This design comes from an exercise in tuning for small area, a short achievable clock period and few clock cycles per item on the open sky130 flow, not from production work.
At most, simulation tests tie the RTL to the original design; equivalence was not proved.
No functional check of the RTL was part of runs 2 and 4.
Power and IR drop assume default switching activity.

`flow/constraint.sdc`:
```
create_clock -name core_clock -period 6.5 [get_ports {t_clk}]
set_input_delay 1.3000 -clock core_clock [delete_from_list [all_inputs] [get_ports {t_clk}]]
set_output_delay 1.3000 -clock core_clock [all_outputs]
set_load 0.01 [all_outputs]
```
`flow/run.sh`:
```
#!/bin/bash
# synth_recipe.tcl (not shown) runs the flow's synth.tcl, then flattens the netlist and writes it again
# the make line also repeats each setting of config.mk as NAME=value (left out here)
make -C /OpenROAD-flow-scripts/flow DESIGN_CONFIG=/design/flow/config.mk WORK_HOME=/design/flow/orfs CLKGATE_MAP_FILE= SYNTH_SCRIPT=/design/flow/synth_recipe.tcl finish
```
`flow/config.mk`:
```
export PLATFORM = sky130hd
export DESIGN_NAME = sort_top
export DESIGN_NICKNAME = sort_top
export VERILOG_FILES = /design/flow/design.v
export SDC_FILE = /design/flow/constraint.sdc
export NUM_CORES = 4
export LEC_CHECK = 0
export CAP_MARGIN = 20
export CORE_MARGIN = 2
export CORE_UTILIZATION = 40
export PLACE_DENSITY = 0.6
export SLEW_MARGIN = 20
```
`flow/design.v`:
```
`timescale 1ns / 1ps
module dp_comp(a,b,lt,gt,eq);
parameter datawidth = 8;
input [datawidth-1:0] a,b;
output reg lt,gt,eq;
always @(a or b) begin
lt <= 0;
gt <= 0;
eq <= 0;
	if (a<b)
		lt <= 1;
	else if (a>b)
		gt <= 1;
	else
		eq <= 1; 
end
endmodule
`timescale 1ns / 1ps
module dp_inc(a,b);
parameter  datawidth = 8;
input [datawidth-1:0] a;
output reg [datawidth-1:0] b;
always@(a) begin
	b<=a+1;
end
endmodule
`timescale 1ns / 1ps
module dp_sub(a,b,c);
parameter datawidth = 8;
input [datawidth-1:0] a,b;
output reg [datawidth-1:0] c;
always@(a or b) begin
	c <= a-b;
end
endmodule
`timescale 1ns / 1ps
module dp_mux2x1(a,b,sel,c);
parameter datawidth = 8;
input [datawidth-1:0] a,b;
input sel;
output reg [datawidth-1:0] c;
always@(a or b or sel) begin
	if (sel == 1)
		c <= a;
	else
		c <= b;
end
endmodule
`timescale 1ns / 1ps
module dp_reg(a,b,clk,clr,ld);
parameter datawidth = 8;
input[datawidth-1:0] a;
input clr, ld, clk;
output reg [datawidth-1:0] b;
always@(posedge clk) begin
	if (clr == 1)
		b <= 0;
	else if (ld == 1)
		b <= a;
end
endmodule
`timescale 1ns / 1ps
module DataMemory(Address, WriteData, Clk, MemWrite, MemRead, ReadData); 
    input [4:0] Address;   
    input [7:0] WriteData;  
    input Clk;
    input MemWrite;         
    input MemRead;          
    output reg[7:0] ReadData; 
    reg [7:0] Memory[0:31];    
    always @(posedge Clk) begin      
        if (MemWrite==1)
            Memory[Address] <= WriteData;
    end
    always @(Address or MemRead) begin
        if (MemRead == 1)
            ReadData <= Memory[Address];    
    else
        ReadData <= 8'h00;
    end 
endmodule
`timescale 1ns / 1ps
module datapath(d_clk,d_c_clr,d_c_ld,d_d_ld,d_d_clr,d_t1_ld,d_t2_ld,d_sel_add,d_sel_data,d_c_lt_n_1, d_d_lt_n_1_c, d_t1_gt_t2,d_n,d_wdata,d_address, d_rdata,d_i_clr, d_i_ld, d_done,d_i_lt_n_1);
input [7:0] d_rdata;
input [5:0] d_n;
input d_clk,d_c_clr,d_c_ld,d_d_ld,d_d_clr,d_t1_ld,d_t2_ld,d_sel_add,d_sel_data,d_i_clr,d_i_ld,d_done;
output d_t1_gt_t2,d_c_lt_n_1,d_d_lt_n_1_c,d_i_lt_n_1;
output [4:0] d_address;
output [7:0] d_wdata;
wire [5:0] d_c_input,d_c_val,d_d_input,d_d_val,d_n_1,d_n_1_c,d_i_input,d_i_val,d_add_d;
wire [7:0] d_temp1,d_temp2;
dp_reg #(.datawidth (6)) c_reg (d_c_input, d_c_val,d_clk,d_c_clr,d_c_ld);
dp_inc #(.datawidth (6)) c_inc (d_c_val, d_c_input);
dp_sub #(.datawidth (6)) c_sub (d_n,1,d_n_1);
dp_comp #(.datawidth (6)) c_lt(d_c_val,d_n_1,d_c_lt_n_1,,);
dp_reg #(.datawidth (6)) d_reg (d_d_input, d_d_val,d_clk,d_d_clr,d_d_ld);
dp_inc #(.datawidth (6)) d_inc (d_d_val, d_d_input);
dp_sub #(.datawidth (6)) d_sub (d_n_1,d_c_val,d_n_1_c);
dp_comp #(.datawidth (6)) d_lt(d_d_val,d_n_1_c,d_d_lt_n_1_c,,);
dp_mux2x1 #(.datawidth (6)) mux2x1_1 (d_d_input, d_d_val, d_sel_add,d_add_d);
dp_reg #(.datawidth (6)) i_reg (d_i_input, d_i_val,d_clk,d_i_clr,d_i_ld);
dp_inc #(.datawidth (6)) i_inc (d_i_val, d_i_input);
dp_comp #(.datawidth (6)) i_lt(d_i_val,d_n_1,d_i_lt_n_1,,);
dp_mux2x1 #(.datawidth (5)) mux2x1_2 (d_i_val, d_add_d, d_done,d_address);
dp_reg #(.datawidth (8)) temp1_reg (d_rdata, d_temp1,d_clk,0,d_t1_ld);
dp_reg #(.datawidth (8)) temp2_reg (d_rdata, d_temp2,d_clk,0,d_t2_ld);
dp_comp #(.datawidth (8)) t1t2_gt(d_temp1,d_temp2,,d_t1_gt_t2,);
dp_mux2x1 #(.datawidth (8)) mux2x1_3 (d_temp2,d_temp1,d_sel_data,d_wdata);
endmodule
`timescale 1ns / 1ps
module controller(c_clk,c_rst,c_go,c_c_ld,c_c_clr,c_d_ld,c_d_clr,c_t1_ld,c_t2_ld,c_sel_add,c_sel_data,c_c_lt_n_1,c_d_lt_n_1_c,c_t1_gt_t2, c_re, c_we,c_i_clr,c_i_ld,c_done,c_i_lt_n_1,c_idle);
input c_clk,c_rst,c_go,c_c_lt_n_1,c_d_lt_n_1_c,c_t1_gt_t2,c_i_lt_n_1;
output reg c_c_ld,c_c_clr,c_d_ld,c_d_clr,c_t1_ld,c_t2_ld,c_sel_add,c_sel_data,c_re,c_we,c_i_clr,c_i_ld,c_done;
output c_idle;
reg [3:0] state, nstate;
parameter [3:0] s_wait = 0, init_c = 1, check_c = 2, init_d = 3, check_d = 4, read_t1 = 5, read_t2 = 6, check_t1_t2 = 7, write_t1 = 8, write_t2 = 9, inc_d = 10, inc_c = 11, check_i = 12, read_sorted = 13, inc_i = 14;
always@(state, c_go, c_c_lt_n_1, c_d_lt_n_1_c, c_t1_gt_t2, c_i_lt_n_1) begin
c_c_ld <= 0;
c_c_clr <= 0;
c_d_ld <= 0;
c_d_clr <= 0;
c_t1_ld <= 0;
c_t2_ld <= 0;
c_sel_add <= 0;
c_sel_data <= 0;
c_we <= 0;
c_i_clr <= 0;
c_i_ld <= 0;
c_re <= 0;
c_done <= 0;
case(state)
	s_wait: begin
	   c_done <= 0;
	   c_re <= 0;
	   if (c_go == 0 )
			nstate <= s_wait;
	   else
			nstate <= init_c;
	end
	init_c: begin
	   c_c_clr <= 1;
	   c_c_ld <= 0;
	   c_d_clr <= 0;
	   c_d_ld <= 0;
	   c_i_clr <= 1;
       c_i_ld <= 0;
       c_re <= 0;
	   nstate <= check_c;	
	end
	check_c: begin
	   c_c_clr <= 0;
	   c_c_ld <= 0;
	   if (c_c_lt_n_1 == 1)
		  nstate <= init_d;
	   else 
		  nstate <= check_i;
	end
	init_d: begin
	   c_d_clr <= 1;
	   nstate <= check_d;
	end
    check_d: begin
	   c_d_clr <= 0;
	   c_d_ld <= 0;
	   if (c_d_lt_n_1_c == 1)
		  nstate <= read_t1;
	   else 
		  nstate <= inc_c;
	end
	read_t1: begin
	   c_t1_ld <= 1;
	   c_sel_add <= 0;
	   c_done <= 0;
	   c_re <= 1;
	   nstate <= read_t2;
	end
	read_t2: begin
	   c_t1_ld <= 0;
	   c_t2_ld <= 1;
	   c_sel_add <= 1;
	   c_done <= 0;
	   c_re <= 1;
	   nstate <= check_t1_t2;
	end
	check_t1_t2: begin
	   c_t2_ld <= 0;
	   c_re <= 0;
	   if (c_t1_gt_t2 == 1)
	       nstate <= write_t1;
		else
		   nstate <= inc_d;
	end
	write_t1: begin
	   c_we <= 1;
	   c_sel_add <= 1;
	   c_sel_data <= 0;
	   c_done <= 0;
	   nstate <= write_t2;
	end
	write_t2: begin
	   c_we <= 1;
	   c_sel_add <= 0;
	   c_sel_data <= 1;
	   c_done <= 0;
	   nstate <= inc_d;
	end
	inc_d: begin
	   c_d_ld <= 1;
	   c_we <= 0;
	   c_re <= 0;
	   nstate <= check_d;
	end
	inc_c: begin
	   c_c_ld <= 1;
	   nstate <= check_c;
	end
	check_i: begin
	   c_i_clr <= 0;
       c_i_ld <= 0;
       c_done <= 1;    
       nstate <= read_sorted;
    end
    read_sorted: begin
        c_re <= 1;
        c_done <= 1;
        if (c_i_lt_n_1 == 1)
           nstate <= inc_i;
        else
           nstate <= s_wait;
     end
     inc_i: begin
        c_done <= 1;
        c_i_ld <= 1;
        nstate <= check_i;
     end 
	default: begin
		nstate <= s_wait;
	end
	endcase
end
assign c_idle = (state == s_wait);
always@(posedge c_clk) begin
	if (c_rst==1) begin
		state <= s_wait;
	end
	else begin
	   state <= nstate;
	end
end
endmodule
`timescale 1ns / 1ps
module sort_top ( t_go, t_rst, t_clk, t_n, t_wr_en, t_wr_addr, t_wr_data, t_sorted_data, t_done);
input t_go, t_rst, t_clk;
input [5:0] t_n;
input t_wr_en;
input [4:0] t_wr_addr;
input [7:0] t_wr_data;
output [7:0] t_sorted_data;
output t_done;
wire t_c_ld,t_c_clr,t_d_ld,t_d_clr,t_t1_ld,t_t1_clr,t_t2_ld,t_t2_clr,t_sel_add,t_sel_data,t_c_lt_n_1,t_d_lt_n_1_c,t_t1_gt_t2,t_re,t_we,t_i_clr,t_i_ld,t_i_lt_n_1;
wire [4:0] t_address;
wire [7:0] t_wdata;
wire t_done_phase, t_idle;
wire [4:0] m_address;
wire [7:0] m_wdata;
wire m_we;
assign m_address = t_idle ? t_wr_addr : t_address;
assign m_wdata = t_idle ? t_wr_data : t_wdata;
assign m_we = t_idle ? t_wr_en : t_we;
assign t_done = t_done_phase & t_re;
controller sort_controller (t_clk,t_rst,t_go,t_c_ld,t_c_clr,t_d_ld,t_d_clr,t_t1_ld,t_t2_ld,t_sel_add,t_sel_data,t_c_lt_n_1,t_d_lt_n_1_c,t_t1_gt_t2,t_re,t_we,t_i_clr,t_i_ld,t_done_phase,t_i_lt_n_1,t_idle);
datapath sort_datapath(t_clk,t_c_clr,t_c_ld,t_d_ld,t_d_clr,t_t1_ld,t_t2_ld,t_sel_add,t_sel_data,t_c_lt_n_1,t_d_lt_n_1_c,t_t1_gt_t2,t_n,t_wdata,t_address,t_sorted_data,t_i_clr,t_i_ld,t_done_phase,t_i_lt_n_1);
DataMemory sort_datamemory(m_address,m_wdata,t_clk,m_we,t_re,t_sorted_data); 
endmodule
```
==> results.yml, run 1 <==
final_layout:
  drive_gt1_share_pct: 8.67
  area_growth_syn_to_layout_pct: 14.2
  diodes: 0
  fin_area_sq_mm: 0.0152
  final_util_pct: 46.5
  fin_nets: 1216
yosys:
  yosysSeqAreaShare_pct: 64.8
  netlist_top_cells_area: "edfxtp_1, nand2_1, nand3_1"
  yosys.area.top_type_share_pct: 61.5
  ys_types: 65
  ys.flop_type: "edfxtp_1"
  synth_enable_flop_cells: 272
  syn-num-nets: 1177
  yosysTopAreaCell: "edfxtp_1"
  syn_avg_cell_area_sq_um: 11.8
  ys_ff_latch: 294
  synthesis.area_sq_mm: 0.0133
  async_reset_ff_share_pct: 0
  syn_inst: 1125
  yosysWarningCount: 16
timing:
  fin_crit_ns: 6.21
  tightest_slew_ns: 0.968
  hold_violations: 0
  rsz0062_at_grt: "no"
  setup_tns_ns: 0
  slew_violations: 0
  setup_viol_count_final: 0
  max_freq_ghz: 0.161
  finalClockSkew_ns: 0.0212
  relSlewSlack_pct: 35.2
  fin_crit_sh_pct: 95.5
  hold-worst-slack_ns: 0.553
clock_tree:
  cts_resized: 0
  cts_sinks: 294
  cts-root-buf: "clkbuf_16"
  cts_setup_buffers: 0
  htreeDepth: 1
  clk_pin_slew_ns: 0.06
  clk_latency_ns: 0.58
  hold_buffers: 0
  clockBufferDepth: 3
  cts_tree: "done"
  cts_made_buffers: 31
power_and_ir_drop:
  p_leak_nw: 5.44
  p_clk_share_pct: 29.0
  power_mw: 5.72
  swShare_pct: 34.2
  p_int_mw: 3.76
  netSwitchingPower_mw: 1.96
  p_per_area_mw_per_mm2: 377
  p_comb_share_pct: 30.5
  seqPwrFrac_pct: 40.5
  ir_drop_mv: 0.248
die:
  rows: 66
  dieArea_sq_mm: 0.0347
  initial_utilization_pct: 40.7
  die_w_microns: 186
  io_pins: 32
  coreArea_sq_mm: 0.0326
  die_y_microns: 186
routing:
  wirelength_microns: 33000
  routed.top_layer: "met4"
  wl_met2_microns: 14900
  m1WireLength_microns: 14900
  ant_nets: 0
  drt_iter0_drc: 891
  dr.pass1.iters: 5
  drc: 0
  route.met3.wl_microns: 2540
  avgViaCountPerCell: 5.49
  wl_per_cell_microns: 20.2
  vias: 8944
global_route:
  grt_pass1_wl_microns: 50200
  grt_max_degree: 51
  grt_pass1_vias: 8445
  antenna_found_initial: 0
  track_usage_pct: 19.1
  gr-total-overflow: 0
placed_design:
  dpl_cell_area_sq_mm: 0.0142
  dp_hpwl_microns: 21700
  io_buffers: 31
  gp_congestion: 0.907
critical_path:
  cp.arrival_ns: 4.91
  critPathLaunchType: "flop"
  cp_slowest_cell: "nor4_4"
  worstSetupEndpointType: "output pin"
  r2r_slack_ns: 2.45
  max_stage_delay_ns: 0.66
  path_class: "flop to output pin"
  cp.required_ns: 5.20
  cpMostUsedCell: "buf_4"
  cp_cell_sequence: "buf_4 -> nor4_4 -> nand2_1 -> o21a_2 -> buf_4 -> nand3_1 -> a21oi_1 -> or4_1 -> nor4_2 -> clkdlybuf4s50_1"
  crit_fanout: 35
job:
  max_cap_viol_count: 0
run_status:
  status: "finished clean"
min_path:
  min_path_type: "flop to flop"
## kinds of logic after synthesis
kind of cell / after synthesis / synth area share (%)
AND/OR/NAND/NOR: 478 / 16.2
flip-flops: 294 / 64.8
AO/OA/AOI/OAI: 170 / 8.22
buffers and inverters: 85 / 2.90
multiplexers: 49 / 3.70
adder cells (fa/ha/maj): 29 / 2.79
XOR/XNOR: 20 / 1.32
## Yosys cell counts, types with 6 or more instances
cell and n:
nor2_1 65, nand2b_1 9, o31ai_1 6, a211oi_1 7
buf_2 35, o21ai_0 33, nor2b_1 13, dfxtp_1 22
mux2i_1 48, inv_1 25, nand2_1 239, ha_1 28
xor2_1 12, o21a_1 14, clkbuf_1 15, and3_1 13
xnor2_1 8, o22ai_1 8, nor3_1 6, edfxtp_1 272
nand3_1 102, a21oi_1 60
## final timing paths
kind | start | endpoint | cells after the start
hold reg to reg | sort_datapath.i_reg.b[5]$_SDFFE_PP0P_ | sort_datapath.i_reg.b[5]$_SDFFE_PP0P_ | 2
hold / removal | sort_datapath.i_reg.b[5]$_SDFFE_PP0P_ | sort_datapath.i_reg.b[5]$_SDFFE_PP0P_ | 2
setup / recovery | sort_controller.state[1]$_SDFF_PP0_ | t_sorted_data[7] | 10
setup reg to reg | sort_controller.state[0]$_SDFF_PP0_ | sort_datamemory.Memory[25][1]$_DFFE_PP_ | 7
## metrics by stage
stage | cells | setup WS, ns
2_1_floorplan | 1125 | 2.32
6_report | 1630 | 0.294
3_3_place_gp | 1572 | 0.696
4_1_cts | 1629 | 0.146
5_1_grt | 1630 | 0.00236
3_5_place_dp | 1572 | 0.640
## state kept, by name, summed over array words and instances (netlist names)
signal / flops
sort_datamemory.Memory: 256
sort_datapath.temp2_reg.b: 8
sort_datapath.temp1_reg.b: 8
sort_datapath.c_reg.b: 6
sort_controller.state: 4
sort_datapath.i_reg.b: 6
sort_datapath.d_reg.b: 6
## layout by cell type, fill, tap and decap left out, types with 3 or more instances in the layout
cell type        netlist  layout
edfxtp_1             272     272
nand2_1              239     239
nand3_1              102     102
nor2_1                65      65
a21oi_1               60      59
mux2i_1               48      48
clkbuf_16              0      31
clkdlybuf4s50_1        0      31
buf_4                  4      31
ha_1                  28      28
o21ai_0               33      25
inv_1                 25      25
dfxtp_1               22      21
and3_1                13      13
nor2b_1               13      13
o21a_1                14      13
clkinv_1               1      13
xor2_1                12      12
nand2b_1               9       9
o22ai_1                8       8
o21ai_2                0       8
xnor2_1                8       8
a211oi_1               7       7
clkbuf_1              15       7
o31ai_1                6       6
nor3_1                 6       6
o31a_1                 5       5
a31oi_1                5       5
nor4_1                 4       4
or2_2                  4       4
nand4_1                4       4
a21o_1                 4       4
and4bb_2               3       3
a22oi_1                3       3
a2111oi_0              3       3
nor3b_1                3       3
## routing by layer
metal | global-route usage [%] | vias up
li1 | - | 4185
met1 | 27.4 | 4368
met2 | 30.2 | 339
met3 | 3.58 | 52
met4 | 4.63 | 0
met5 | 0 | -
## final cells by class
cell class,instances,area [sq um]
flip-flops and latches,294,8610
inverters,26,97.6
fillers,2934,17500
clock buffers,38,802
clock inverters,19,154
repair buffers,65,611
multi-input cells,746,4340
well taps,442,553
## power groups by stage
stage,combinational [mW],clock (mW),sequential [mW]
final,1.74,1.66,2.32
after floorplan,1.12,0,2.34
after detailed placement,1.71,0,2.35
after global routing,1.91,1.76,2.32
after CTS,1.72,1.69,2.32
after global placement,1.71,0,2.35
## critical path: cells and delay by family (launching register included)
family,cells,cell delay [ns]
and+or+nand+nor,5,1.92
buffers and inverters,3,1.28
DFF,1,0.55
AOI/OAI and AO/OA,2,0.55
Testbench counts, summed over its fixed seeds: cycles 153,520, items 1,645.
==> inputs of run 2 (changes only) <==
==> flow/design.v (replaced) <==
`timescale 1ns / 1ps
module sort_top ( t_go, t_rst, t_clk, t_n, t_wr_en, t_wr_addr, t_wr_data, t_sorted_data, t_done);
input t_go, t_rst, t_clk;
input [5:0] t_n;
input t_wr_en;
input [4:0] t_wr_addr;
input [7:0] t_wr_data;
output [7:0] t_sorted_data;
output t_done;
localparam N = 32;
reg       wv;
reg [4:0] wa;
reg [7:0] wd;
reg       busy;
reg [5:0] nreg;
reg [5:0] rem;
reg [7:0] v  [0:N-1];
reg [4:0] a  [0:N-1];
reg       vl [0:N-1];
wire ins_mode = wv & ~busy;
function gt8(input [7:0] x, input [7:0] y);
  reg [7:0] g, l;
  reg [3:0] g1, l1;
  reg [1:0] g2, l2;
  integer i;
  begin
    g = x & ~y;
    l = ~x & y;
    for (i = 0; i < 4; i = i + 1) begin
      g1[i] = g[2*i+1] | (~l[2*i+1] & g[2*i]);
      l1[i] = l[2*i+1] | (~g[2*i+1] & l[2*i]);
    end
    for (i = 0; i < 2; i = i + 1) begin
      g2[i] = g1[2*i+1] | (~l1[2*i+1] & g1[2*i]);
      l2[i] = l1[2*i+1] | (~g1[2*i+1] & l1[2*i]);
    end
    gt8 = g2[1] | (~l2[1] & g2[0]);
  end
endfunction
wire [N:0]   h;    
wire [N-1:0] m;    
wire [N-1:0] d;    
wire [N-1:0] ins;  
genvar k;
generate
  for (k = 0; k < N; k = k + 1) begin : g_cmp
    assign h[k] = ~vl[k] | gt8(v[k], wd);
    assign m[k] = vl[k] & (a[k] == wa);
    assign ins[k] = d[k] ? h[k+1] : h[k];
  end
endgenerate
assign h[N] = 1'b1;
wire [N-1:0] p0 = m;
wire [N-1:0] p1, p2, p3, p4, p5;
generate
  for (k = 0; k < N; k = k + 1) begin : g_pre
    assign p1[k] = (k >= 1)  ? (p0[k] | p0[(k >= 1)  ? k-1  : 0]) : p0[k];
    assign p2[k] = (k >= 2)  ? (p1[k] | p1[(k >= 2)  ? k-2  : 0]) : p1[k];
    assign p3[k] = (k >= 4)  ? (p2[k] | p2[(k >= 4)  ? k-4  : 0]) : p2[k];
    assign p4[k] = (k >= 8)  ? (p3[k] | p3[(k >= 8)  ? k-8  : 0]) : p3[k];
    assign p5[k] = (k >= 16) ? (p4[k] | p4[(k >= 16) ? k-16 : 0]) : p4[k];
  end
endgenerate
assign d = p5;
generate
  for (k = 0; k < N; k = k + 1) begin : g_cell
    wire insp = (k == 0) ? 1'b0 : ins[k-1];
    wire dp   = (k == 0) ? 1'b0 : d[k-1];
    wire s_right = busy | (ins_mode & ~ins[k] & d[k]);
    wire s_left  = ins_mode & ins[k] & insp & ~dp;
    wire s_w     = ins_mode & ins[k] & ~insp;
    wire [7:0] vr = (k == N-1) ? 8'd0 : v[(k == N-1) ? k : k+1];
    wire [4:0] ar = (k == N-1) ? 5'd0 : a[(k == N-1) ? k : k+1];
    wire       lr = (k == N-1) ? 1'b0 : vl[(k == N-1) ? k : k+1];
    wire [7:0] vlf = (k == 0) ? 8'd0 : v[(k == 0) ? k : k-1];
    wire [4:0] alf = (k == 0) ? 5'd0 : a[(k == 0) ? k : k-1];
    wire       llf = (k == 0) ? 1'b0 : vl[(k == 0) ? k : k-1];
    wire s_hold = ~(s_right | s_w | s_left);
    always @(posedge t_clk) begin
      v[k] <= ({8{s_right}} & vr) | ({8{s_w}} & wd) | ({8{s_left}} & vlf) | ({8{s_hold}} & v[k]);
      a[k] <= ({5{s_right}} & ar) | ({5{s_w}} & wa) | ({5{s_left}} & alf) | ({5{s_hold}} & a[k]);
      vl[k] <= ~t_rst & ((s_right & lr) | s_w | (s_left & llf) | (s_hold & vl[k]));
    end
  end
endgenerate
wire good = vl[0] & ({1'b0, a[0]} < nreg);
assign t_done = busy & good;
assign t_sorted_data = v[0];
always @(posedge t_clk) begin
  wa <= t_wr_addr;
  wd <= t_wr_data;
  nreg <= t_n;
  if (t_rst) begin
    wv <= 1'b0;
    busy <= 1'b0;
  end else begin
    wv <= t_wr_en & ~busy;
    if (!busy) begin
      if (t_go) busy <= 1'b1;
      rem <= t_n;
    end else if (good) begin
      rem <= rem - 6'd1;
      if (rem == 6'd1) busy <= 1'b0;
    end
  end
end
endmodule
==> run 2 against run 1 <==
  * Still clean
  * Non-clock buffer count rose by 66
  * Power is 97% higher
  * Combinational power rose by 56%
  * Maximum frequency increased by 12%
  * Largest cell class is now multi-input combinational cells
  * Highest routed layer is now met5
==> results.yml, run 2 <==
final_layout:
  largest_register_ffs: 256
  fillers: 6451
  drive_gt1_share_pct: 8.77
  largest-register: "v"
  fin_nets: 3201
  final_cell_mix: "dfxtp_1, nand2_1, a222oi_1"
  area_growth_syn_to_layout_pct: 11.3
  reg_top3: "v x256, a x160, vl x32"
  final_common_cell: "dfxtp_1"
critical_path:
  cp.arrival_ns: 6.05
  path_class: "flop to flop"
  critPathLaunchType: "flop"
  worstSetupEndpointType: "flop"
  crit_fanout: 31
  r2r_cells: 10
  cp.required_ns: 7.01
  r2r_end: "v[24][3]$_DFF_P_"
  r2r_slack_ns: 0.96
  r2r-start: "wa[3]$_DFF_P_"
die:
  die_y_microns: 265
  initial_utilization_pct: 40.5
  die_w_microns: 265
  dieArea_sq_mm: 0.0703
  rows: 95
  io_pins: 32
  coreArea_sq_mm: 0.0673
routing:
  dr.pass1.iters: 14
  ant_nets: 0
  m1WireLength_microns: 46700
  wl_per_cell_microns: 28.6
  avgViaCountPerCell: 6.96
  route.met3.wl_microns: 14500
  vias: 28500
  wirelength_microns: 117000
  wl_met2_microns: 49300
  routed.top_layer: "met5"
  drc: 0
  drt_iter0_drc: 5607
timing:
  hold_violations: 0
  tightest_slew_ns: 1.28
  slew_violations: 0
  fin_crit_ns: 5.54
  setup_viol_count_final: 0
  hold-worst-slack_ns: 0.465
  relSlewSlack_pct: 14.7
  rsz0062_at_grt: "no"
  max_freq_ghz: 0.181
  setup_tns_ns: 0
  fin_crit_sh_pct: 85.2
  finalClockSkew_ns: 0.0294
yosys:
  yosysMostFrequentCell: "dfxtp_1"
  ys_top_cells_by_count: "dfxtp_1, nand2_1, a222oi_1"
  ys_ff_latch: 475
  netlist_top_cells_area: "dfxtp_1, a222oi_1, nand2_1"
  syn_avg_cell_area_sq_um: 8.40
  syn-num-nets: 3276
  yosysWarningCount: 4
  ys.flop_type: "dfxtp_1"
  yosys.area.top_type_share_pct: 34.4
  async_reset_ff_share_pct: 0
  syn_inst: 3247
  synthesis.area_sq_mm: 0.0273
  yosysTopAreaCell: "dfxtp_1"
  yosysSeqAreaShare_pct: 35.1
  synth_enable_flop_cells: 6
  ys_types: 85
global_route:
  track_usage_pct: 32.1
  grt_pass1_vias: 26600
  antenna_found_initial: 3
  grt_max_degree: 51
  grt_pass1_wl_microns: 173000
  gr-total-overflow: 0
placed_design:
  gp_congestion: 0.980
  dp_hpwl_microns: 79400
  io_buffers: 31
clock_tree:
  cts_tree: "done"
  cts_sinks: 475
  cts-root-buf: "clkbuf_16"
  clockBufferDepth: 3
  hold_buffers: 0
  htreeDepth: 2
  clk_latency_ns: 0.63
  cts_made_buffers: 54
  cts_setup_buffers: 0
  cts_resized: 0
  clk_pin_slew_ns: 0.06
min_path:
  holdPathStages: 2
  min_to: "v[2][4]$_DFF_P_"
  min_path_type: "flop to flop"
  hold_start: "v[2][4]$_DFF_P_"
power_and_ir_drop:
  ir_drop_mv: 0.247
  p_per_area_mw_per_mm2: 371
  p_leak_nw: 11.3
run_status:
  status: "finished clean"
job:
  max_cap_viol_count: 0
==> run 2: cell types whose count changed after synthesis, sizes merged, moves of 62 or more <==
cell,delta
maj3,+74
a222oi,+222
nor2b,+62
edfxtp,-266
nand2,+201
nand2b,+65
a221o,+158
xor2,+115
clkbuf,+197
o21ai,+185
a22o,+72
dfxtp,+447
inv,+146
nand3,-70
==> run 2: layer usage <==
layer  up-vias  GRT usage, %
met4         2          16.3
met5         -             0
met1     13800          43.8
met2      1960          47.6
met3       354          6.97
li1      12400             -
==> run 2: worst max path at each step <==
stage	start	end	cells past startpoint
after floorplan	wa[3]$_DFF_P_	v[29][2]$_DFF_P_	13
after global placement	wa[3]$_DFF_P_	v[24][2]$_DFF_P_	10
after detailed placement	wa[3]$_DFF_P_	a[24][4]$_DFF_P_	10
after CTS	wa[3]$_DFF_P_	v[24][3]$_DFF_P_	10
after global routing	wa[3]$_DFF_P_	v[24][4]$_DFF_P_	10
final	wa[3]$_DFF_P_	v[24][3]$_DFF_P_	10
==> run 2: metrics by stage <==
| step | setup WS (ns) | area, sq um | cells | utilization [%] | total power [mW] |
|---|---|---|---|---|---|
| 3_5_place_dp | 1.18 | 28500 | 3986 | 42.4 | 8.08 |
| 5_1_grt | 0.647 | 30300 | 4088 | 45.1 | 11.8 |
| 3_3_place_gp | 1.24 | 28500 | 3985 | 42.3 | 7.99 |
| 6_report | 0.961 | 30300 | 4089 | 45.1 | 11.3 |
| 2_1_floorplan | 2.68 | 27300 | 3247 | - | 6.87 |
| 4_1_cts | 1.09 | 30300 | 4085 | 45.0 | 11.1 |
==> run 2: area by class of cell <==
class / instances / area [sq um] / area share, %
antenna: 1 / 2.50 / 0.00825
clock buffer: 77 / 1560 / 5.14
clock inverter: 22 / 195 / 0.644
inverter: 171 / 642 / 2.12
multi-input combinational: 2339 / 16200 / 53.3
sequential: 475 / 9590 / 31.6
tap: 873 / 1090 / 3.60
timing repair buffer: 131 / 1100 / 3.62
==> run 2: cells by family (layout without fill, tap and decap cells) <==
| group | Yosys count | in the layout | share of synthesized area (%) |
|---|---|---|---|
| adders and majority gates | 80 | 80 | 2.99 |
| and+or+nand+nor | 978 | 978 | 17.5 |
| buffers and inverters | 433 | 401 | 6.26 |
| muxes | 22 | 22 | 0.863 |
| DFF | 475 | 475 | 35.1 |
| other | 0 | 1 | 0 |
| xor gates and xnor gates | 164 | 164 | 5.27 |
| AOI/OAI and AO/OA | 1095 | 1095 | 32.0 |
==> run 2: critical path: stages (launching register included) <==
cell and delay (ns):
dfxtp_2 0.96, xor2_1 0.20, nor4_1 0.09, a32o_1 0.33, or4_1 0.82, nor3_1 0.65, a21oi_1 0.25, or2_2 0.35
o2bb2ai_1 0.79, a21boi_1 0.53, a221o_1 0.41
==> run 2: power breakdown <==
group | internal, mW | switching (mW) | leakage (nW)
clock | 1.78 | 1.32 | 0.865
sequential | 3.87 | 1.58 | 3.91
combinational | 1.40 | 1.32 | 6.54
==> inputs of run 3 (changes only) <==
--- a/flow/design.v
+++ b/flow/design.v
@@ -20,21 +20,2 @@
 wire ins_mode = wv & ~busy;
-function gt8(input [7:0] x, input [7:0] y);
-  reg [7:0] g, l;
-  reg [3:0] g1, l1;
-  reg [1:0] g2, l2;
-  integer i;
-  begin
-    g = x & ~y;
-    l = ~x & y;
-    for (i = 0; i < 4; i = i + 1) begin
-      g1[i] = g[2*i+1] | (~l[2*i+1] & g[2*i]);
-      l1[i] = l[2*i+1] | (~g[2*i+1] & l[2*i]);
-    end
-    for (i = 0; i < 2; i = i + 1) begin
-      g2[i] = g1[2*i+1] | (~l1[2*i+1] & g1[2*i]);
-      l2[i] = l1[2*i+1] | (~g1[2*i+1] & l1[2*i]);
-    end
-    gt8 = g2[1] | (~l2[1] & g2[0]);
-  end
-endfunction
 wire [N:0]   h;    
@@ -46,3 +27,3 @@
   for (k = 0; k < N; k = k + 1) begin : g_cmp
-    assign h[k] = ~vl[k] | gt8(v[k], wd);
+    assign h[k] = ~vl[k] | (v[k] > wd);
     assign m[k] = vl[k] & (a[k] == wa);
@@ -77,7 +58,18 @@
     wire       llf = (k == 0) ? 1'b0 : vl[(k == 0) ? k : k-1];
-    wire s_hold = ~(s_right | s_w | s_left);
     always @(posedge t_clk) begin
-      v[k] <= ({8{s_right}} & vr) | ({8{s_w}} & wd) | ({8{s_left}} & vlf) | ({8{s_hold}} & v[k]);
-      a[k] <= ({5{s_right}} & ar) | ({5{s_w}} & wa) | ({5{s_left}} & alf) | ({5{s_hold}} & a[k]);
-      vl[k] <= ~t_rst & ((s_right & lr) | s_w | (s_left & llf) | (s_hold & vl[k]));
+      if (s_right) begin
+        v[k] <= vr; a[k] <= ar;
+      end else if (s_w) begin
+        v[k] <= wd; a[k] <= wa;
+      end else if (s_left) begin
+        v[k] <= vlf; a[k] <= alf;
+      end
+      if (t_rst)
+        vl[k] <= 1'b0;
+      else if (s_right)
+        vl[k] <= lr;
+      else if (s_w)
+        vl[k] <= 1'b1;
+      else if (s_left)
+        vl[k] <= llf;
     end
==> run 3 against run 2 <==
  * Power shrank 16%
  * Still clean on timing, DRC and antenna
  * Global-route usage shrank 8.6 points
  * Cell area grew 20%
  * Via count shrank 7.3%
  * Die area grew 21%
  * Non-clock buffer count shrank 6
  * Clock-buffer cell count shrank 2
==> results.yml, run 3 <==
run_status:
  status: "finished clean"
placed_design:
  gp_congestion: 0.862
  dp_cells: 4270
  dp_hpwl_microns: 71600
  io_buffers: 31
critical_path:
  path_class: "flop to flop"
  crit_fanout: 64
  critPathLaunchType: "flop"
  r2r-start: "wa[3]$_DFF_P_"
  cp_cell_sequence: "xor2_1 -> nor4_1 -> a32oi_1 -> and3_2 -> nand4_4 -> nor3_2 -> mux2i_1 -> nand3_1 -> nand3_1 -> o221ai_1"
  path_delay_family: "simple AND/OR/NAND/NOR gates"
  r2r_end: "v[22][0]$_DFFE_PP_"
  r2r_cells: 10
  cp.required_ns: 6.84
  cp.arrival_ns: 5.36
  max_stage_delay_ns: 0.99
  worstSetupEndpointType: "flop"
  r2r_slack_ns: 1.48
  cp.buffers_inverters: 0
  cp_slowest_cell: "dfxtp_4"
  cpMostUsedCell: "nand3_1"
clock_tree:
  clockBufferDepth: 3
  htreeDepth: 2
  clk_pin_slew_ns: 0.06
  cts_setup_buffers: 0
  clk_latency_ns: 0.64
  cts-root-buf: "clkbuf_16"
  cts_sinks: 475
  cts_made_buffers: 56
  cts_tree: "done"
  hold_buffers: 0
  cts_resized: 0
min_path:
  hold_start: "v[31][6]$_SDFFE_PP0P_"
  min_to: "v[31][6]$_SDFFE_PP0P_"
  holdPathStages: 2
  min_path_type: "flop to flop"
yosys:
  ys_types: 99
  syn_avg_cell_area_sq_um: 10.1
  async_reset_ff_share_pct: 0
  netlist_top_cells_area: "edfxtp_1, ha_1, mux2i_1"
  ys.flop_type: "edfxtp_1"
  synthesis.area_sq_mm: 0.0330
  ys_ff_latch: 475
  yosys.area.top_type_share_pct: 37.2
  syn_inst: 3285
  yosysTopAreaCell: "edfxtp_1"
  ys_top_cells_by_count: "edfxtp_1, nor2_1, a21oi_1"
  yosysWarningCount: 4
  syn-num-nets: 3570
  yosysMostFrequentCell: "edfxtp_1"
  yosysSeqAreaShare_pct: 41.2
  synth_enable_flop_cells: 409
global_route:
  antenna_found_initial: 0
  gr-total-overflow: 0
  grt_pass1_vias: 25300
  grt_pass1_wl_microns: 156000
  grt_max_degree: 65
  track_usage_pct: 23.5
final_layout:
  largest-register: "v"
  reg_top3: "v x256, a x160, vl x32"
  fillers: 7903
  finalNonFillerCells: 4377
  multi_input_area_sq_mm: 0.0182
  fin_nets: 3545
  drive_gt1_share_pct: 8.92
  final_common_cell: "edfxtp_1"
  seqCellArea_sq_mm: 0.0136
  area_growth_syn_to_layout_pct: 10.5
  largest_register_ffs: 256
  diodes: 0
  final_cell_mix: "edfxtp_1, nor2_1, a21oi_1"
timing:
  slew_violations: 0
  relSlewSlack_pct: 28.1
  fin_crit_ns: 5.02
  finalClockSkew_ns: 0.0264
  hold_violations: 0
  hold-worst-slack_ns: 0.499
  setup_viol_count_final: 0
  max_freq_ghz: 0.199
  fin_crit_sh_pct: 77.2
  tightest_slew_ns: 1.08
  rsz0062_at_grt: "no"
  setup_tns_ns: 0
routing:
  drt_iter0_drc: 2416
  vias: 26400
  dr.pass1.iters: 6
  wl_per_cell_microns: 23.2
  avgViaCountPerCell: 6.03
  ant_nets: 0
  wirelength_microns: 102000
  drc: 0
die:
  io_pins: 32
  coreArea_sq_mm: 0.0820
  rows: 105
  dieArea_sq_mm: 0.0849
  die_w_microns: 291
  initial_utilization_pct: 40.3
  die_y_microns: 291
power_and_ir_drop:
  p_leak_nw: 14.8
  ir_drop_mv: 0.193
  p_per_area_mw_per_mm2: 259
job:
  max_cap_viol_count: 0
## run 3: cell types whose count changed after synthesis, sizes merged, moves of 87 or more
cell    previous run  this run
a21oi             72       314
clkbuf           212       125
dfxtp            469        66
a221o            158        48
ha                 6       262
edfxtp             6       409
mux2i             13       287
nand2            441       148
a222oi           222         0
nor2             118       311
## run 3: cells by family (layout without fill, tap and decap cells)
logic type      after synthesis  in the layout  share of synthesized area (%)
simple gates                907            907                           13.9
xor+xnor                    164            164                           4.35
mux                         301            301                           9.17
flops                       475            475                           41.2
buf+inv                     335            357                           4.61
fa+ha+maj                   262            262                           9.92
compound gates              841            841                           16.9
## run 3: final cells by class
type / count / share of cell area [%]
Clock buffer: 75 / 4.38
Inverter: 127 / 1.31
Sequential cell: 475 / 37.3
Timing Repair Buffer: 125 / 2.86
Clock inverter: 30 / 0.679
Tap cell: 1070 / 3.67
Multi-Input combinational cell: 2475 / 49.8
## run 3: routing by layer
layer | track usage, % | share of wire, %
met1 | 33.6 | 46
met4 | 6.21 | 2.6
met2 | 37.6 | 45
met3 | 2.69 | 5.7
met5 | 0 | 0
## run 3: how the worst max path moves through the flow
stage                  start                   to  slack, ns  cells past startpoint
2_1_floorplan  wd[5]$_DFF_P_  vl[22]$_SDFFE_PP0P_       1.53                     12
3_3_place_gp   wa[3]$_DFF_P_   v[11][4]$_DFFE_PP_       1.51                      9
3_5_place_dp   wd[4]$_DFF_P_   v[10][4]$_DFFE_PP_       1.58                     10
4_1_cts        wd[4]$_DFF_P_   v[10][6]$_DFFE_PP_       1.54                     10
5_1_grt        wa[3]$_DFF_P_   v[22][0]$_DFFE_PP_       1.11                     10
6_report       wa[3]$_DFF_P_   v[22][0]$_DFFE_PP_       1.48                     10
## run 3: power breakdown
group          switching [mW]  internal [mW]
registers               0.446           3.81
clock network            1.37           1.88
logic                    1.15          0.809
## run 3: through the flow
step / setup slack (ns) / instance area, sq um / total power, mW / util (%)
floorplan: 1.53 / 33000 / 5.55 / -
global placement: 1.51 / 34500 / 6.20 / 42.1
detailed placement: 1.58 / 34600 / 6.24 / 42.2
CTS: 1.54 / 36400 / 9.48 / 44.4
global route: 1.11 / 36500 / 9.91 / 44.5
finish: 1.48 / 36500 / 9.47 / 44.5
## run 3: tightest hold or removal path, cell delays in order, from the launching register on
cell     delay [ns]
dfxtp_1        0.32
nand3_1        0.06
o21ai_0        0.07
Testbench counts of run 3, summed over its fixed seeds: cycles 3,354, items 1,645.
==> inputs of run 4 (changes only) <==
==> flow/design.v (replaced) <==
`timescale 1ns / 1ps
module sort_top ( t_go, t_rst, t_clk, t_n, t_wr_en, t_wr_addr, t_wr_data, t_sorted_data, t_done);
input t_go, t_rst, t_clk;
input [5:0] t_n;
input t_wr_en;
input [4:0] t_wr_addr;
input [7:0] t_wr_data;
output [7:0] t_sorted_data;
output t_done;
localparam N = 32;
reg [7:0] v [0:N-1];
reg       sorting;       
reg       outp;          
reg       phase;         
reg [5:0] cnt;           
wire idle = ~sorting & ~outp;
wire go = idle & t_go;
wire round = go | sorting;
wire rphase = sorting & phase;     
function gt8(input [7:0] x, input [7:0] y);
  reg [7:0] g, l;
  reg [3:0] g1, l1;
  reg [1:0] g2, l2;
  integer i;
  begin
    g = x & ~y;
    l = ~x & y;
    for (i = 0; i < 4; i = i + 1) begin
      g1[i] = g[2*i+1] | (~l[2*i+1] & g[2*i]);
      l1[i] = l[2*i+1] | (~g[2*i+1] & l[2*i]);
    end
    for (i = 0; i < 2; i = i + 1) begin
      g2[i] = g1[2*i+1] | (~l1[2*i+1] & g1[2*i]);
      l2[i] = l1[2*i+1] | (~g1[2*i+1] & l1[2*i]);
    end
    gt8 = g2[1] | (~l2[1] & g2[0]);
  end
endfunction
wire [N-2:0] sw;
genvar k;
generate
  for (k = 0; k < N-1; k = k + 1) begin : g_pair
    wire in_n = (t_n > k + 1);
    wire par = (k % 2 == 1);
    assign sw[k] = round & (rphase == par) & in_n & gt8(v[k], v[k+1]);
  end
endgenerate
generate
  for (k = 0; k < N; k = k + 1) begin : g_cell
    wire s_wr    = idle & t_wr_en & (t_wr_addr == k);
    wire s_right = outp | ((k < N-1) ? sw[(k < N-1) ? k : 0] : 1'b0);
    wire s_left  = (k > 0) ? sw[(k > 0) ? k-1 : 0] : 1'b0;
    wire s_hold  = ~(s_wr | s_right | s_left);
    wire [7:0] vr = (k < N-1) ? v[(k < N-1) ? k+1 : k] : 8'd0;
    wire [7:0] vf = (k > 0) ? v[(k > 0) ? k-1 : k] : 8'd0;
    always @(posedge t_clk)
      v[k] <= ({8{s_wr}} & t_wr_data) | ({8{s_right}} & vr) | ({8{s_left}} & vf) | ({8{s_hold}} & v[k]);
  end
endgenerate
assign t_sorted_data = v[0];
assign t_done = outp;
always @(posedge t_clk) begin
  if (t_rst) begin
    sorting <= 1'b0;
    outp <= 1'b0;
  end else if (go) begin
    phase <= 1'b1;
    if (t_n == 6'd1) begin
      outp <= 1'b1;
      cnt <= t_n;
    end else begin
      sorting <= 1'b1;
      cnt <= t_n - 6'd1;
    end
  end else if (sorting) begin
    phase <= ~phase;
    if (cnt == 6'd1) begin
      sorting <= 1'b0;
      outp <= 1'b1;
      cnt <= t_n;
    end else begin
      cnt <= cnt - 6'd1;
    end
  end else if (outp) begin
    if (cnt == 6'd1) outp <= 1'b0;
    cnt <= cnt - 6'd1;
  end
end
endmodule
--- a/flow/config.mk
+++ b/flow/config.mk
@@ -10,3 +10,4 @@
 export CORE_UTILIZATION = 40
-export PLACE_DENSITY = 0.6
+export PLACE_DENSITY = 0.5
+export SETUP_SLACK_MARGIN = 4.0
 export SLEW_MARGIN = 20
==> run 4 against run 3 <==
  * Core utilization up 10 points
  * Power increased by 23%
  * Clock skew fell by 0.016 ns
  * Area after synthesis shrank 44%
  * Non-clock buffer count up 146
  * Wire length decreased by 22%
  * Critical path type is now primary input to flop
  * Largest cell class unchanged
  * Largest power group is now combinational cells
==> results.yml, run 4 <==
critical_path:
  path_delay_family: "simple AND/OR/NAND/NOR gates"
  r2r-start: "v[5][4]$_DFF_P_"
  r2r_end: "v[4][7]$_DFF_P_"
  worstSetupEndpointType: "flop"
  cp.arrival_ns: 3.23
  crit_fanout: 6
  max_stage_delay_ns: 0.43
  cp.depth: 10
  cp_slowest_cell: "or3b_4"
  r2r_cells: 9
  cp_cell_sequence: "buf_8 -> or3b_4 -> buf_12 -> nand2_8 -> o21ai_4 -> nor3b_4 -> nor2_1 -> nor4b_4 -> buf_4 -> a221o_1"
  cp.required_ns: 6.93
  path_class: "primary input to flop"
  cp.buffers_inverters: 3
  r2r_slack_ns: 3.84
  critPathLaunchType: "primary input"
clock_tree:
  cts_made_buffers: 36
  clk_pin_slew_ns: 0.06
  cts_tree: "done"
  cts-root-buf: "clkbuf_16"
  hold_buffers: 0
  clockBufferDepth: 3
  cts_sinks: 265
  clk_latency_ns: 0.55
  htreeDepth: 2
yosys:
  yosysWarningCount: 2
  ys.flop_type: "dfxtp_1"
  async_reset_ff_share_pct: 0
  synthesis.area_sq_mm: 0.0186
  syn_inst: 2334
  yosys.area.top_type_share_pct: 27.8
  netlist_top_cells_area: "dfxtp_1, a221o_1, maj3_1"
  ys_top_cells_by_count: "dfxtp_1, nand2_1, inv_1"
  ys_types: 86
  yosysMostFrequentCell: "dfxtp_1"
  synth_enable_flop_cells: 7
  yosysSeqAreaShare_pct: 29.0
  ys_ff_latch: 265
  syn-num-nets: 2362
  yosysTopAreaCell: "dfxtp_1"
  syn_avg_cell_area_sq_um: 7.95
timing:
  tightest_slew_ns: 0.902
  fin_crit_ns: 2.80
  finalClockSkew_ns: 0.0102
  slew_violations: 0
  max_freq_ghz: 0.357
  hold_violations: 0
  relSlewSlack_pct: 39.9
  rsz0062_at_grt: "yes"
  fin_crit_sh_pct: 43.1
  setup_viol_count_final: 0
  setup_tns_ns: 0
power_and_ir_drop:
  power_mw: 11.7
  swShare_pct: 44.2
  p_clk_share_pct: 18.1
  p_comb_share_pct: 51.5
  p_per_area_mw_per_mm2: 468
  p_leak_nw: 9.03
  p_int_mw: 6.51
  seqPwrFrac_pct: 30.4
  netSwitchingPower_mw: 5.15
  ir_drop_mv: 0.225
min_path:
  min_path_type: "flop to flop"
  min_to: "v[1][0]$_DFF_P_"
  holdPathStages: 2
  hold_start: "v[0][0]$_DFF_P_"
die:
  io_pins: 32
  initial_utilization_pct: 40.7
  die_y_microns: 219
  coreArea_sq_mm: 0.0456
  die_w_microns: 219
  dieArea_sq_mm: 0.0481
  rows: 78
final_layout:
  drive_gt1_share_pct: 26.4
  fin_nets: 2524
  final_common_cell: "dfxtp_1"
  reg_top3: "v x256, cnt x6"
  multi_input_area_sq_mm: 0.0141
  seqCellArea_sq_mm: 0.00542
  fillers: 4221
  area_growth_syn_to_layout_pct: 34.1
  largest_register_ffs: 256
  largest-register: "v"
  final_cell_mix: "dfxtp_1, nand2_1, inv_1"
global_route:
  track_usage_pct: 32.3
  grt_pass1_wl_microns: 121000
  grt_pass1_vias: 19500
  antenna_found_initial: 0
  gr-total-overflow: 0
  grt_max_degree: 50
job:
  max_cap_viol_count: 0
routing:
  drt_iter0_drc: 2213
  ant_nets: 0
  drc: 0
  wl_per_cell_microns: 25.5
  vias: 20800
  dr.pass1.iters: 8
  wirelength_microns: 79800
  avgViaCountPerCell: 6.64
placed_design:
  gp_congestion: 0.868
  io_buffers: 31
  dp_hpwl_microns: 51400
run_status:
  status: "finished clean"
[run 4: worst max-delay path by stage]
stage	startpoint	end	slack [ns]
floorplan	t_n[0]	v[28][2]$_DFF_P_	3.25
global placement	t_n[2]	v[12][0]$_DFF_P_	2.00
detailed placement	t_n[2]	v[12][0]$_DFF_P_	1.90
CTS	t_go	v[5][1]$_DFF_P_	3.74
global route	t_go	v[27][0]$_DFF_P_	3.67
finish	t_go	v[27][1]$_DFF_P_	3.70
[run 4: tightest hold or removal path, cell delays in order, from the launching register on]
cell and delay, ns:
dfxtp_4 0.37, nand2_1 0.05, nand4_1 0.07
[run 4: cells by family after synthesis]
| family | count (synthesis) | share of synthesized area (%) |
|---|---|---|
| AND/OR/NAND/NOR | 731 | 20.0 |
| XOR/XNOR | 4 | 0.189 |
| buffers and inverters | 325 | 6.86 |
| adder cells (fa/ha/maj) | 107 | 5.88 |
| AO/OA/AOI/OAI | 902 | 38.1 |
| flip-flops | 265 | 29.0 |
[run 4: layout make-up]
class / instances / share of cell area [%]
antenna: 1 / 0.0101
timing repair buffer: 271 / 10.9
multi-input combinational: 1763 / 56.8
tap: 600 / 3.02
sequential: 265 / 21.8
clock buffer: 49 / 4.14
clock inverter: 15 / 0.799
inverter: 159 / 2.48
[run 4: metrics by stage]
stage | hold slack, ns | std cells | setup WS (ns) | utilization [%] | cell area, sq um
2_1_floorplan | 0.477 | 2334 | 3.25 | - | 19600
3_3_place_gp | 0.516 | 2827 | 2.00 | 43.7 | 19900
3_5_place_dp | 0.516 | 2827 | 1.90 | 43.7 | 19900
4_1_cts | 0.529 | 3066 | 3.74 | 51.9 | 23700
5_1_grt | 0.547 | 3122 | 3.67 | 54.6 | 24900
6_report | 0.522 | 3123 | 3.70 | 54.6 | 24900
[run 4: per-layer routing]
layer	vias up	wire length (microns)	track usage (%)
met5	-	0	0
met4	0	2920	12.3
met3	153	5360	5.18
met2	810	36300	50.7
met1	10300	35100	44.2
li1	9446	-	-
[run 4: what timing repair did]
item                                   in CTS  in global routing
endpoints found under the hold margin       0                  0
buffers inserted                          154                 51
cloned                                     21                  5
pin swaps                                 112                 75
gates resized for setup                   344                153
setup endpoints to repair                 273                262
[run 4: power by group through the flow]
stage / Clock (mW) / Sequential, mW / Combinational (mW)
2_1_floorplan: 0 / 2.90 / 3.89
3_3_place_gp: 0 / 3.46 / 4.39
3_5_place_dp: 0 / 3.47 / 4.47
4_1_cts: 2.15 / 3.46 / 5.43
5_1_grt: 2.21 / 3.65 / 6.46
6_report: 2.11 / 3.54 / 6.00
==> inputs of run 5 (changes only) <==
--- a/flow/design.v
+++ b/flow/design.v
@@ -11,2 +11,6 @@
 reg [7:0] v [0:N-1];
+reg       go_q, wv_q;
+reg [5:0] n_q;
+reg [4:0] wa_q;
+reg [7:0] wd_q;
 reg       sorting;       
@@ -16,3 +20,3 @@
 wire idle = ~sorting & ~outp;
-wire go = idle & t_go;
+wire go = idle & go_q;
 wire round = go | sorting;
@@ -42,3 +46,3 @@
   for (k = 0; k < N-1; k = k + 1) begin : g_pair
-    wire in_n = (t_n > k + 1);
+    wire in_n = (n_q > k + 1);
     wire par = (k % 2 == 1);
@@ -49,3 +53,3 @@
   for (k = 0; k < N; k = k + 1) begin : g_cell
-    wire s_wr    = idle & t_wr_en & (t_wr_addr == k);
+    wire s_wr    = idle & wv_q & (wa_q == k);
     wire s_right = outp | ((k < N-1) ? sw[(k < N-1) ? k : 0] : 1'b0);
@@ -56,3 +60,3 @@
     always @(posedge t_clk)
-      v[k] <= ({8{s_wr}} & t_wr_data) | ({8{s_right}} & vr) | ({8{s_left}} & vf) | ({8{s_hold}} & v[k]);
+      v[k] <= ({8{s_wr}} & wd_q) | ({8{s_right}} & vr) | ({8{s_left}} & vf) | ({8{s_hold}} & v[k]);
   end
@@ -61,2 +65,14 @@
 assign t_done = outp;
+always @(posedge t_clk) begin
+  n_q <= t_n;
+  wa_q <= t_wr_addr;
+  wd_q <= t_wr_data;
+  if (t_rst) begin
+    go_q <= 1'b0;
+    wv_q <= 1'b0;
+  end else begin
+    go_q <= t_go;
+    wv_q <= t_wr_en;
+  end
+end
 always @(posedge t_clk) begin
@@ -67,8 +83,8 @@
     phase <= 1'b1;
-    if (t_n == 6'd1) begin
+    if (n_q == 6'd1) begin
       outp <= 1'b1;
-      cnt <= t_n;
+      cnt <= n_q;
     end else begin
       sorting <= 1'b1;
-      cnt <= t_n - 6'd1;
+      cnt <= n_q - 6'd1;
     end
@@ -79,3 +95,3 @@
       outp <= 1'b1;
-      cnt <= t_n;
+      cnt <= n_q;
     end else begin
==> run 5 against run 4 <==
  * Maximum frequency grew 13%
  * Setup slack improved by 0.32 ns
  * Area after synthesis grew 2.3%
  * Sequential share of layout area is 4.1 points higher
  * Cell area decreased by 7.9%
  * First-iteration DRC count is 1.4% lower
  * Critical endpoint is now t_sorted_data[2]
  * Highest routed layer unchanged
  * Final cell count down 3.6%
  * Clock skew rose by 0.0043 ns
  * Power decreased by 10%
==> results.yml, run 5 <==
final_layout:
  drive_gt1_share_pct: 18.9
  largest-register: "v"
  fin_nets: 2403
  fillers: 4448
  reg_top3: "v x256, wd_q x8"
  largest_register_ffs: 256
  final_cell_mix: "nand2_1, dfxtp_1, inv_1"
  diodes: 0
  finalNonFillerCells: 3012
  final_common_cell: "nand2_1"
  area_growth_syn_to_layout_pct: 20.8
routing:
  dr.pass1.iters: 5
  vias: 20000
  drc: 0
  ant_nets: 0
  wl_per_cell_microns: 25.2
  wirelength_microns: 75900
  drt_iter0_drc: 2182
  avgViaCountPerCell: 6.65
clock_tree:
  cts_tree: "done"
  cts_made_buffers: 39
  cts_sinks: 286
  hold_buffers: 0
  htreeDepth: 2
  clk_latency_ns: 0.56
  clockBufferDepth: 3
  clk_pin_slew_ns: 0.06
  cts-root-buf: "clkbuf_16"
yosys:
  syn_avg_cell_area_sq_um: 8.07
  async_reset_ff_share_pct: 0
  ys.flop_type: "dfxtp_1"
  ys_top_cells_by_count: "dfxtp_1, nand2_1, inv_1"
  yosysWarningCount: 2
  yosysTopAreaCell: "dfxtp_1"
  netlist_top_cells_area: "dfxtp_1, a221o_1, a32o_1"
  ys_ff_latch: 286
  yosysSeqAreaShare_pct: 30.5
  yosysMostFrequentCell: "dfxtp_1"
  synthesis.area_sq_mm: 0.0190
  syn_inst: 2352
  syn-num-nets: 2380
  synth_enable_flop_cells: 7
  yosys.area.top_type_share_pct: 29.4
  ys_types: 91
power_and_ir_drop:
  p_leak_nw: 8.33
  power_mw: 10.4
  ir_drop_mv: 0.243
  p_per_area_mw_per_mm2: 455
timing:
  slew_violations: 0
  fin_crit_ns: 2.48
  finalClockSkew_ns: 0.0146
  setup_tns_ns: 0
  hold_violations: 0
  setup_viol_count_final: 0
  tightest_slew_ns: 0.805
  max_freq_ghz: 0.403
  relSlewSlack_pct: 46.2
  fin_crit_sh_pct: 38.1
  rsz0062_at_grt: "yes"
critical_path:
  worstSetupEndpointType: "output pin"
  cp_cell_sequence: "clkdlybuf4s15_1"
  max_stage_delay_ns: 0.37
  critPathLaunchType: "flop"
  cp.arrival_ns: 1.18
  path_delay_family: "flip-flops"
  cp.required_ns: 5.20
  cp.buffers_inverters: 1
  path_class: "flop to output pin"
  crit_fanout: 5
  cp_slowest_cell: "dfxtp_2"
die:
  dieArea_sq_mm: 0.0492
  die_w_microns: 222
  io_pins: 32
  rows: 79
  die_y_microns: 222
  coreArea_sq_mm: 0.0468
  initial_utilization_pct: 40.6
job:
  max_cap_viol_count: 0
global_route:
  grt_pass1_wl_microns: 115000
  antenna_found_initial: 0
  track_usage_pct: 29.3
  grt_pass1_vias: 18300
  gr-total-overflow: 0
  grt_max_degree: 69
placed_design:
  dp_cells: 2841
  io_buffers: 31
  gp_congestion: 0.854
  dp_hpwl_microns: 48700
run_status:
  status: "finished clean"
min_path:
  min_path_type: "flop to flop"
## run 5: power by group
part           switching [mW]  internal, mW
clock network           0.864          1.49
logic                    2.36          2.10
registers                1.20          2.43
## run 5: path summary, 6_finish.rpt
kind                           end              from  cells past startpoint  slack, ns
setup / recovery  t_sorted_data[2]   v[0][2]$_DFF_P_                      1       4.02
hold / removal    v[26][1]$_DFF_P_  v[26][1]$_DFF_P_                      2       0.49
setup reg to reg  v[29][7]$_DFF_P_    n_q[3]$_DFF_P_                      8       4.03
hold reg to reg   v[26][1]$_DFF_P_  v[26][1]$_DFF_P_                      2       0.49
## run 5: stage by stage
| step | hold slack, ns | util [%] | instance area, sq um | setup WS, ns |
|---|---|---|---|---|
| after floorplan | 0.443 | - | 19000 | 4.01 |
| after global placement | 0.476 | 42.0 | 19600 | 3.02 |
| after detailed placement | 0.489 | 42.0 | 19600 | 3.05 |
| after CTS | 0.497 | 47.2 | 22100 | 3.96 |
| after global routing | 0.496 | 49.1 | 22900 | 3.88 |
| final | 0.485 | 49.1 | 22900 | 4.02 |
## run 5: final cells by class
| cell class | count | area [sq um] | share of cell area (%) |
|---|---|---|---|
| inverters | 149 | 566 | 2.47 |
| repair buffers | 162 | 1460 | 6.37 |
| clock inverters | 10 | 153 | 0.666 |
| well taps | 607 | 759 | 3.31 |
| multi-input cells | 1737 | 12800 | 55.8 |
| clock buffers | 61 | 1260 | 5.50 |
| flip-flops and latches | 286 | 5940 | 25.9 |
## run 5: cells by family after synthesis
logic type | synth area share, %
buffers and inverters | 6.91
and+or+nand+nor | 20.5
adders and majority gates | 5.97
xor gates and xnor gates | 0.184
DFF | 30.5
AOI/OAI and AO/OA | 35.9
## run 5: metal layers
layer | part of all wire (%) | routed length (microns) | vias up | global-route usage (%)
li1 | - | - | 9170 | -
met1 | 47 | 35400 | 9799 | 43.5
met2 | 41 | 31500 | 926 | 41.9
met3 | 8.8 | 6710 | 120 | 5.99
met4 | 3.1 | 2380 | 0 | 9.87
met5 | 0 | 0 | - | 0
## run 5: repair_timing
| item | 4_1_cts | 5_1_grt |
|---|---|---|
| cloned | 3 | 8 |
| pin swaps | 23 | 57 |
| gates resized for setup | 184 | 135 |
| buffers inserted | 47 | 42 |
| setup endpoints to repair | 278 | 225 |
Testbench counts of run 5, summed over its fixed seeds: cycles 4,999, items 1,645.
==> inputs of run 6 (changes only) <==
--- a/flow/config.mk
+++ b/flow/config.mk
@@ -11,3 +11,3 @@
 export PLACE_DENSITY = 0.5
-export SETUP_SLACK_MARGIN = 4.0
+export SETUP_SLACK_MARGIN = 2.5
 export SLEW_MARGIN = 20
==> run 6 against run 5 <==
  * Still clean
  * Clock power decreased by 8.5%
  * Die area did not move
  * Core utilization decreased by 4.4 points
  * Register-to-register slack worse by 1.1 ns
  * Critical path depth grew 1
  * Maximum frequency shrank 35%
  * Via count is 4.8% lower
  * Sequential power down 4%
  * Final cell count is 3.4% lower
  * Critical endpoint is now t_done
  * Highest routed layer unchanged
==> results.yml, run 6 <==
yosys:
  syn-num-nets: 2380
  async_reset_ff_share_pct: 0
  synth_enable_flop_cells: 7
  ys_ff_latch: 286
  synthesis.area_sq_mm: 0.0190
  yosysWarningCount: 2
  syn_avg_cell_area_sq_um: 8.07
  yosysSeqAreaShare_pct: 30.5
  ys.flop_type: "dfxtp_1"
  netlist_top_cells_area: "dfxtp_1, a221o_1, a32o_1"
  ys_top_cells_by_count: "dfxtp_1, nand2_1, inv_1"
  yosysMostFrequentCell: "dfxtp_1"
  yosysTopAreaCell: "dfxtp_1"
  ys_types: 91
  syn_inst: 2352
  yosys.area.top_type_share_pct: 29.4
final_layout:
  largest_register_ffs: 256
  area_growth_syn_to_layout_pct: 10.0
  reg_top3: "v x256, wd_q x8"
  final_common_cell: "dfxtp_1"
  fillers: 4694
  largest-register: "v"
  drive_gt1_share_pct: 7.34
  final_cell_mix: "dfxtp_1, nand2_1, inv_1"
  diodes: 0
  fin_nets: 2304
routing:
  ant_nets: 0
  drt_iter0_drc: 1525
  vias: 19100
  wl_per_cell_microns: 23.1
  dr.pass1.iters: 5
  drc: 0
  wirelength_microns: 67200
  avgViaCountPerCell: 6.55
timing:
  hold_violations: 0
  fin_crit_ns: 3.83
  relSlewSlack_pct: 24.4
  tightest_slew_ns: 1.13
  max_freq_ghz: 0.261
  hold-worst-slack_ns: 0.481
  setup_viol_count_final: 0
  rsz0062_at_grt: "no"
  fin_crit_sh_pct: 58.9
  setup_slack_ns: 2.67
  slew_violations: 0
  setup_tns_ns: 0
  finalClockSkew_ns: 0.0130
critical_path:
  cp.arrival_ns: 2.53
  r2r_slack_ns: 2.90
  crit_start: "outp$_SDFFE_PP0P_"
  crit_fanout: 60
  path_class: "flop to output pin"
  endpoint: "t_done"
  r2r-start: "outp$_SDFFE_PP0P_"
  worstSetupEndpointType: "output pin"
  cp.required_ns: 5.20
  r2r_end: "v[28][7]$_DFF_P_"
  r2r_cells: 8
  critPathLaunchType: "flop"
die:
  coreArea_sq_mm: 0.0468
  dieArea_sq_mm: 0.0492
  initial_utilization_pct: 40.6
  io_pins: 32
  rows: 79
  die_y_microns: 222
  die_w_microns: 222
min_path:
  min_path_type: "flop to flop"
  hold_start: "v[5][1]$_DFF_P_"
clock_tree:
  cts_setup_buffers: 0
  clk_pin_slew_ns: 0.06
  htreeDepth: 2
  clk_latency_ns: 0.56
  cts_tree: "done"
  clockBufferDepth: 3
  hold_buffers: 0
  cts_made_buffers: 38
  cts-root-buf: "clkbuf_16"
  cts_sinks: 286
placed_design:
  io_buffers: 31
  gp_congestion: 0.843
  dp_hpwl_microns: 45300
  post-place-ws_ns: 2.83
global_route:
  grt_use_met2_pct: 41.1
  gr-total-overflow: 0
  grt_pass1_vias: 17800
  antenna_found_initial: 0
  grt-busiest-layer: "met2"
  track_usage_pct: 26.5
  grt_max_degree: 61
  use_met1_pct: 38.5
  grt_pass1_wl_microns: 105000
  grtUsageMet3_pct: 3.14
power_and_ir_drop:
  p_leak_nw: 7.50
  power_mw: 9.40
  p_per_area_mw_per_mm2: 450
  ir_drop_mv: 0.201
run_status:
  status: "finished clean"
job:
  max_cap_viol_count: 0
[run 6: final cells by class]
class	instances	area [sq um]	area share, %
Multi-Input combinational cell	1732	11900	57.0
Inverter	149	559	2.68
Sequential cell	286	5800	27.7
Clock buffer	56	1190	5.71
Tap cell	607	759	3.63
Clock inverter	11	80.1	0.383
Timing Repair Buffer	69	594	2.84
[run 6: kinds of logic (layout without fill, tap and decap cells)]
group / Yosys count / in the layout / share of synthesized area, %
fa+ha+maj: 110 / 110 / 5.97
compound gates: 846 / 846 / 35.9
xor+xnor: 4 / 4 / 0.184
flops: 286 / 286 / 30.5
simple gates: 772 / 772 / 20.5
buf+inv: 334 / 285 / 6.91
[run 6: critical path, cell delays in order (launching register included)]
cell and delay, ns:
dfxtp_4 0.80, buf_6 0.50, clkdlybuf4s50_1 0.63
[run 6: metal layers]
metal	vias up	routed length (microns)
li1	8966	-
met1	9379	31900
met2	625	29700
met3	94	4020
met4	0	1550
met5	-	0
[run 6: worst min-delay path by stage]
stage / endpoint / cells past startpoint
after floorplan: v[5][1]$_DFF_P_ / 2
after global placement: v[5][1]$_DFF_P_ / 2
after detailed placement: v[5][1]$_DFF_P_ / 2
after CTS: v[5][1]$_DFF_P_ / 2
final: v[5][1]$_DFF_P_ / 2
after global routing: v[5][1]$_DFF_P_ / 2
[run 6: where the power goes]
part	internal (mW)	leakage (nW)	total (mW)	switching, mW
logic	1.73	4.49	3.77	2.04
clock network	1.31	0.641	2.15	0.848
registers	2.38	2.37	3.48	1.09
total	5.42	7.50	9.40	3.98
[run 6: timing repair]
| item | CTS | global route |
|---|---|---|
| gates resized for setup | 1 | 0 |
| endpoints found under the setup margin | 1 | 0 |
| endpoints found under the hold margin | 0 | 0 |
[run 6: metrics by stage]
stage / instances / util, % / instance area, sq um
after detailed placement: 2841 / 41.9 / 19600
after floorplan: 2352 / - / 19000
final: 2910 / 44.7 / 20900
after CTS: 2908 / 44.7 / 20900
after global placement: 2841 / 41.9 / 19600
after global routing: 2910 / 44.7 / 20900

-- afterwards: timing with drivers on the ports --
The results above use ideal ports. As a check the final layouts listed here were re-extracted and re-timed, cells and wires unchanged.
Step 1, drivers: a clkbuf_16 drives t_clk and a buf_2 each remaining input, both assumed.
Step 2 moves the port delays by t, midway between the first and last clock arrival at a register: inputs arrive t later, outputs are due t later. That takes back most of the time a late clock gives input paths.
Slacks: no drivers / after step 1 / after step 2; pairs: no drivers / after step 1.
run | shift t [ns] | slack for setup (ns) | worst data-port slew with drivers (ns) | cell pins on the clock port's net
run 1 | 0.617 | 0.294 / 0.243 / 0.590 | 0.05 | 1
run 2 | 0.681 | 0.961 / 0.961 / 0.961 | 0.05 | 1
run 3 | 0.692 | 1.481 / 1.481 / 1.481 | 0.05 | 1
run 4 | 0.607 | 3.700 / 3.682 / 3.076 | 0.13 | 1
run 5 | 0.609 | 4.021 / 3.964 / 3.677 | 0.07 | 1
run 6 | 0.617 | 2.673 / 2.614 / 2.904 | 0.03 | 1
After both steps setup and hold are still met in every run listed. For run 4, which loses most, drivers alone change the setup slack by -0.018 ns; drivers and shift together by -0.624 ns.
